Source: an optimization exercise on an open RTL-to-GDS flow (aim: small area). Production flows keep margins and buffers that such runs may drop.
Where RTL was checked, it was by simulation tests only, not by an equivalence proof against the original.
No driver is modelled on the clock port, so clocking that relies on it looks cheaper here than on a real chip.
No activity file was given, so power comes from the tool's default toggle rates.

Setup of old:
Design IntMem, start of the top module:
module IntMem (
            scan_en,
            aclk,
            areset_n,
            mem_type,
            remap,
            axi_awid,
            axi_awaddr,
            axi_awlen,
            axi_awsize,
            axi_awburst,
            axi_awlock,
            axi_awcache,
            axi_awprot,
            axi_awvalid,
            axi_awready,
            axi_wdata,
            axi_wstrb,
            axi_wlast,
            axi_wvalid,
            axi_wready,
            axi_bid,
            axi_bresp,
            axi_bvalid,
            axi_bready,
           axi_arid,      
           axi_araddr,       
           axi_arlen,     
           axi_arsize,    
           axi_arburst,   
           axi_arlock,    
           axi_arcache,   
           axi_arprot,    
           axi_arvalid,   
           axi_arready,
           axi_rid,
           axi_rdata,
           axi_rresp,
           axi_rlast,
           axi_rvalid,
           axi_rready,
           mem0_cs_n,
           mem0_wr_n,
           mem0_rd_n,
           mem0_wr_byte_en,
           mem0_addr,
           mem0_wr_addr,
           mem0_din,
           mem0_dout,
           mem1_cs_n,
           mem1_wr_n,
           mem1_rd_n,
           mem1_wr_byte_en,
           mem1_addr,
           mem1_wr_addr,
           mem1_din,
           mem1_dout,
           mem2_cs_n,
           mem2_wr_n,
           mem2_rd_n,
           mem2_wr_byte_en,
           mem2_addr,
           mem2_wr_addr,
           mem2_din,
           mem2_dout 
);
For scale: roughly 3700 cells after synthesis, about 330 flip-flops, ~1500 I/O pins, about 26000 um2 of cells after synthesis.
Settings: LEC_CHECK=0, ABC_AREA=1, CAP_MARGIN=20, CORE_AREA=10 10 530 530, DIE_AREA=0 0 540 540, SLEW_MARGIN=20; clock period 11.0 ns.
run.sh (not shown) runs the stock make flow with config.mk's settings and CLKGATE_MAP_FILE= SYNTH_SCRIPT=/design/flow/synth_recipe.tcl, a recipe that flattens the netlist after the stock synthesis.
old went all the way through the flow, and no timing, DRC or antenna check failed.
### old -> new
- ABC_AREA removed (was 1)
--- outcome ---
old → new: biggest fanout along the worst timing path fell 58, total vias in the final route fell 210, number of clock buffers inserted by TritonCTS rose 2. Cmp old and new / first-pass GRT wire length / higher: old. Delta (new minus old): smallest hold slack shows no meaningful change, fmax decreased about 7%, number of clock-tree buffers in the layout now sits higher, total design power rose by 1.0 mW. old ended up with axi_arvalid as its start point of the critical path; new ended up with axi_awsize[2]. old has a higher final cell count without fillers than new. For new, the slowest cell on the critical path was sky130_fd_sc_hd__clkdlybuf4s50_1, unlike old, where it was sky130_fd_sc_hd__buf_4.
No functional check of the RTL was part of any run of this note.

Another version of the RTL of IntMem (not shown whole).
Size: about 21000 sq um of cells after synthesis.
==> flow/config.mk <==
export PLATFORM = sky130hd
export DESIGN_NAME = IntMem
export DESIGN_NICKNAME = IntMem
export VERILOG_FILES = /design/flow/design.v
export SDC_FILE = /design/flow/constraint.sdc
export NUM_CORES = 4
export LEC_CHECK = 0
export ABC_AREA = 1
export CAP_MARGIN = 20
export CORE_AREA = 10 10 530 530
export DIE_AREA = 0 0 540 540
export SLEW_MARGIN = 20
==> flow/constraint.sdc <==
create_clock -name core_clock -period 11.0 [get_ports {aclk}]
set_input_delay 2.2000 -clock core_clock [delete_from_list [all_inputs] [get_ports {aclk}]]
set_output_delay 2.2000 -clock core_clock [all_outputs]
set_load 0.01 [all_outputs]
standard.sh (not shown) runs the stock make flow with config.mk's settings and CLKGATE_MAP_FILE= SYNTH_SCRIPT=/design/flow/synth_recipe.tcl, a recipe that flattens the netlist after the stock synthesis.
==> flow/flow/run.sh <==
#!/bin/bash
set -euo pipefail
export BUFFER_PORTS_ARGS="-buffer_cell sky130_fd_sc_hd__buf_1"
export CTS_ARGS="-sink_clustering_enable -repair_clock_nets -dont_use_dummy_load -buf_list {sky130_fd_sc_hd__clkbuf_2 sky130_fd_sc_hd__clkbuf_4 sky130_fd_sc_hd__clkbuf_8}"
export RECOVER_POWER=100
bash standard.sh finish > standard_flow.log 2>&1
The first run finished with max-capacitance violations, max-slew violations left.
Change:
==> flow/run.sh (new file) <==
#!/bin/bash
# synth_recipe.tcl (not shown) runs the flow's synth.tcl, then flattens the netlist and writes it again
# the make line also repeats each setting of config.mk as NAME=value (left out here)
make -C /OpenROAD-flow-scripts/flow DESIGN_CONFIG=/design/flow/config.mk WORK_HOME=/design/flow/orfs CLKGATE_MAP_FILE= SYNTH_SCRIPT=/design/flow/synth_recipe.tcl finish
- ABC_AREA: 1 -> unset
removed: flow/flow/run.sh
removed: flow/standard.sh
This time the run completed with no timing, DRC or antenna violations; maximum frequency increases by 4.4%; cell area grows by 16%; final cell count decreases by 8.2%; non-clock buffer count rises by 5; combinational power came out higher by 47%; wire length fell by 11%.
Function was not checked in any run of this note: the RTL went through the layout flow alone.

Another version of the RTL of IntMem (not shown whole).
Size: about 1900 cells after synthesis, about 290 flip-flops, about 17000 sq um of cells after synthesis.
export LEC_CHECK = 0
export CAP_MARGIN = 20
export CORE_AREA = 10 10 530 530
export DIE_AREA = 0 0 540 540
export SLEW_MARGIN = 20
create_clock -name core_clock -period 11.0 [get_ports {aclk}]
==> flow/flow/run.sh <==
#!/bin/bash
set -euo pipefail
export BUFFER_PORTS_ARGS="-buffer_cell sky130_fd_sc_hd__buf_1"
export CTS_ARGS="-sink_clustering_enable -repair_clock_nets -dont_use_dummy_load -sink_clustering_size 12 -sink_clustering_max_diameter 60 -buf_list {sky130_fd_sc_hd__clkbuf_8}"
bash standard.sh finish > standard_flow.log 2>&1
==> next run, changes <==
PLACE_DENSITY = 0.85   (was default)
Outcome: Core utilization hardly moves. Combinational power grows by about 5%. Fmax shrinks by 0.34%. Global-route usage grows by 0.96 points. Routed wire length grows by 11%. Die area stays the same. First-iteration DRC count grows by about 45%. Sequential share of layout area stays flat. Sequential cell count is unchanged. Cell area stays flat. Synthesized cell count does not change.
No functional check of the RTL was part of any run of this note.

Another version of the RTL of IntMem (not shown whole).
For scale: ~1800 cells after synthesis, ~290 flip-flops, ~1500 I/O pins, ~17000 um^2 of cells after synthesis.
Settings: LEC_CHECK=0, CAP_MARGIN=20, CORE_AREA=10 10 530 530, DIE_AREA=0 0 540 540, SLEW_MARGIN=20; clock period 11.0 ns.
==> flow/flow/run.sh <==
#!/bin/bash
set -euo pipefail
export BUFFER_PORTS_ARGS="-buffer_cell sky130_fd_sc_hd__buf_1"
export CTS_ARGS="-sink_clustering_enable -repair_clock_nets -dont_use_dummy_load -sink_clustering_size 15 -sink_clustering_max_diameter 70 -buf_list {sky130_fd_sc_hd__clkbuf_8}"
bash standard.sh finish > standard_flow.log 2>&1
Rerun with:
Settings changed: ABC_AREA set to 1.
The new run finished with timing, DRC and antenna clean.
Count of clock-buffer cells in the layout climbs by 8.
Non-clock buffer count does not change.
Global-route usage climbs by 1.9 points.
Sequential share of layout area drops by 1.4 points.
Clock skew climbs by 3.1 ps.
Power climbs by 14%.
Critical path depth climbs by 5.
Worst setup slack gets better by 120 ps.
Design area climbs by 4.5%.
Fmax climbs by 1.2%.
Via count climbs by about 20%.

Starting RTL as in the previous note.
==> flow/config.mk <==
export PLATFORM = sky130hd
export DESIGN_NAME = IntMem
export DESIGN_NICKNAME = IntMem
export VERILOG_FILES = /design/flow/design.v
export SDC_FILE = /design/flow/constraint.sdc
export NUM_CORES = 4
export LEC_CHECK = 0
export CAP_MARGIN = 20
export CORE_AREA = 10 10 530 530
export DIE_AREA = 0 0 540 540
export SLEW_MARGIN = 20
==> flow/constraint.sdc <==
create_clock -name core_clock -period 11.0 [get_ports {aclk}]
set_input_delay 2.2000 -clock core_clock [delete_from_list [all_inputs] [get_ports {aclk}]]
set_output_delay 2.2000 -clock core_clock [all_outputs]
set_load 0.01 [all_outputs]
==> flow/flow/run.sh <==
#!/bin/bash
set -euo pipefail
export BUFFER_PORTS_ARGS="-buffer_cell sky130_fd_sc_hd__buf_1"
export CTS_ARGS="-sink_clustering_enable -repair_clock_nets -dont_use_dummy_load -sink_clustering_size 30 -sink_clustering_max_diameter 70 -buf_list {sky130_fd_sc_hd__clkbuf_16}"
bash standard.sh finish > standard_flow.log 2>&1
The baseline ran to the end with no violations.
==> next run, changes <==
==> flow/flow/run.sh (replaced) <==
#!/bin/bash
set -euo pipefail
export BUFFER_PORTS_ARGS="-buffer_cell sky130_fd_sc_hd__buf_1"
export CTS_ARGS="-sink_clustering_enable -repair_clock_nets -dont_use_dummy_load -sink_clustering_size 15 -sink_clustering_max_diameter 70 -buf_list {sky130_fd_sc_hd__clkbuf_8}"
bash standard.sh finish > standard_flow.log 2>&1
--- a/flow/config.mk
+++ b/flow/config.mk
@@ -10,2 +10,3 @@
 export DIE_AREA = 0 0 540 540
+export PLACE_DENSITY = 0.7
 export SLEW_MARGIN = 20
Utilization is about the same. Wire length is higher by 20%. Worst setup slack loses 170 ps. Maximum frequency is lower by 1.6%. Sequential share of layout area is higher by 0.11 points. Synthesized area does not change.
==> next run, changes <==
--- a/flow/config.mk
+++ b/flow/config.mk
@@ -10,3 +10,3 @@
 export DIE_AREA = 0 0 540 540
-export PLACE_DENSITY = 0.7
+export GPL_ROUTABILITY_DRIVEN = 0
 export SLEW_MARGIN = 20
=> Worst hold slack hardly moves. Total power falls by about 6%. Die area does not change.
==> next run, changes <==
--- a/flow/config.mk
+++ b/flow/config.mk
@@ -8,5 +8,4 @@
 export CAP_MARGIN = 20
-export CORE_AREA = 10 10 530 530
-export DIE_AREA = 0 0 540 540
-export GPL_ROUTABILITY_DRIVEN = 0
+export CORE_AREA = 10 10 495 495
+export DIE_AREA = 0 0 505 505
 export SLEW_MARGIN = 20
Worst setup slack loses 120 ps.
Wire length is lower by a little under a tenth.
Cell area is lower by a few percent.
Global-route usage is higher by 0.48 points.
Synthesized cell count stays the same.
Sequential cell count does not change.
Power is higher slightly.
Critical path depth is lower by 2.
Combinational power is higher slightly.
==> next run, changes <==
--- a/flow/flow/run.sh
+++ b/flow/flow/run.sh
@@ -4,2 +4,3 @@
 export CTS_ARGS="-sink_clustering_enable -repair_clock_nets -dont_use_dummy_load -sink_clustering_size 15 -sink_clustering_max_diameter 70 -buf_list {sky130_fd_sc_hd__clkbuf_8}"
+export POST_CTS_TCL="$PWD/flow/post_cts.tcl"
 bash standard.sh finish > standard_flow.log 2>&1
==> flow/flow/post_cts.tcl (new file) <==
# Area recovery after CTS: downsize cells on paths with positive slack, then
# restore the slew and capacitance limits and legalise the placement. The
# global-route stage repairs design and timing again afterwards.
estimate_parasitics -placement
repair_timing -recover_power 100 -verbose
repair_design -verbose -cap_margin 20 -slew_margin 20
detailed_placement
check_placement -verbose
--- a/flow/config.mk
+++ b/flow/config.mk
@@ -8,4 +8,4 @@
 export CAP_MARGIN = 20
-export CORE_AREA = 10 10 495 495
-export DIE_AREA = 0 0 505 505
+export CORE_AREA = 10 10 530 530
+export DIE_AREA = 0 0 540 540
 export SLEW_MARGIN = 20
Result: The changed run finished clean; final cell count grows by 8.7%; routed wire length grows by 8.1%; synthesized area stays the same; sequential cell count stays the same; core utilization shrinks by 0.89 points; setup slack is better by 110 ps; sequential share of layout area shrinks by 0.97 points; power shrinks by 1.3%; global-route usage shrinks by 0.46 points; synthesized cell count does not change.

## afterwards: timing with drivers on the ports
No port has a modelled driver above. Below, the same layouts with a new extraction and two added sets of constraints.
Step 1 (the two cells are an assumption about what drives the block):
set clk [get_ports {aclk}]
set_driving_cell -lib_cell sky130_fd_sc_hd__clkbuf_16 $clk
set_driving_cell -lib_cell sky130_fd_sc_hd__buf_2 [delete_from_list [all_inputs] $clk]
Step 2 adds t to the input delays and takes it off the output delays; t is the mean of the earliest and latest rising clock arrival at the registers after step 1. Input paths then give back, and output paths get back, about the clock's delay inside the block.
Slacks: no drivers / after step 1 / after step 2; pairs: no drivers / after step 1.
run | t, ns | setup slack, ns | cell pins on the clock port's net
old | 0.721 | 1.153 / 1.031 / 1.031 | 1
new | 0.759 | 0.390 / 0.220 / 0.220 | 1
the first run of note 2 | 0.812 | 1.574 / 1.461 / 1.461 | 1
the second run of note 2 | 0.718 | 1.973 / 1.893 / 1.893 | 1
the first run of note 3 | 0.742 | 0.551 / 0.480 / 1.222 | 1
the second run of note 3 | 0.712 | 0.515 / 0.452 / 1.164 | 1
the first run of note 4 | 0.731 | 0.641 / 0.609 / 0.609 | 1
the second run of note 4 | 0.760 | 0.765 / 0.714 / 0.714 | 1
the first run of note 5 | 0.640 | 0.656 / 0.623 / 0.623 | 1
the second run of note 5 | 0.745 | 0.486 / 0.408 / 0.408 | 1
the third run of note 5 | 0.731 | 0.641 / 0.609 / 0.609 | 1
the fourth run of note 5 | 0.738 | 0.524 / 0.493 / 0.493 | 1
the fifth run of note 5 | 0.726 | 0.632 / 0.600 / 0.600 | 1
For new, which loses most, drivers alone change the setup slack by -0.170 ns; drivers and shift together by -0.170 ns.
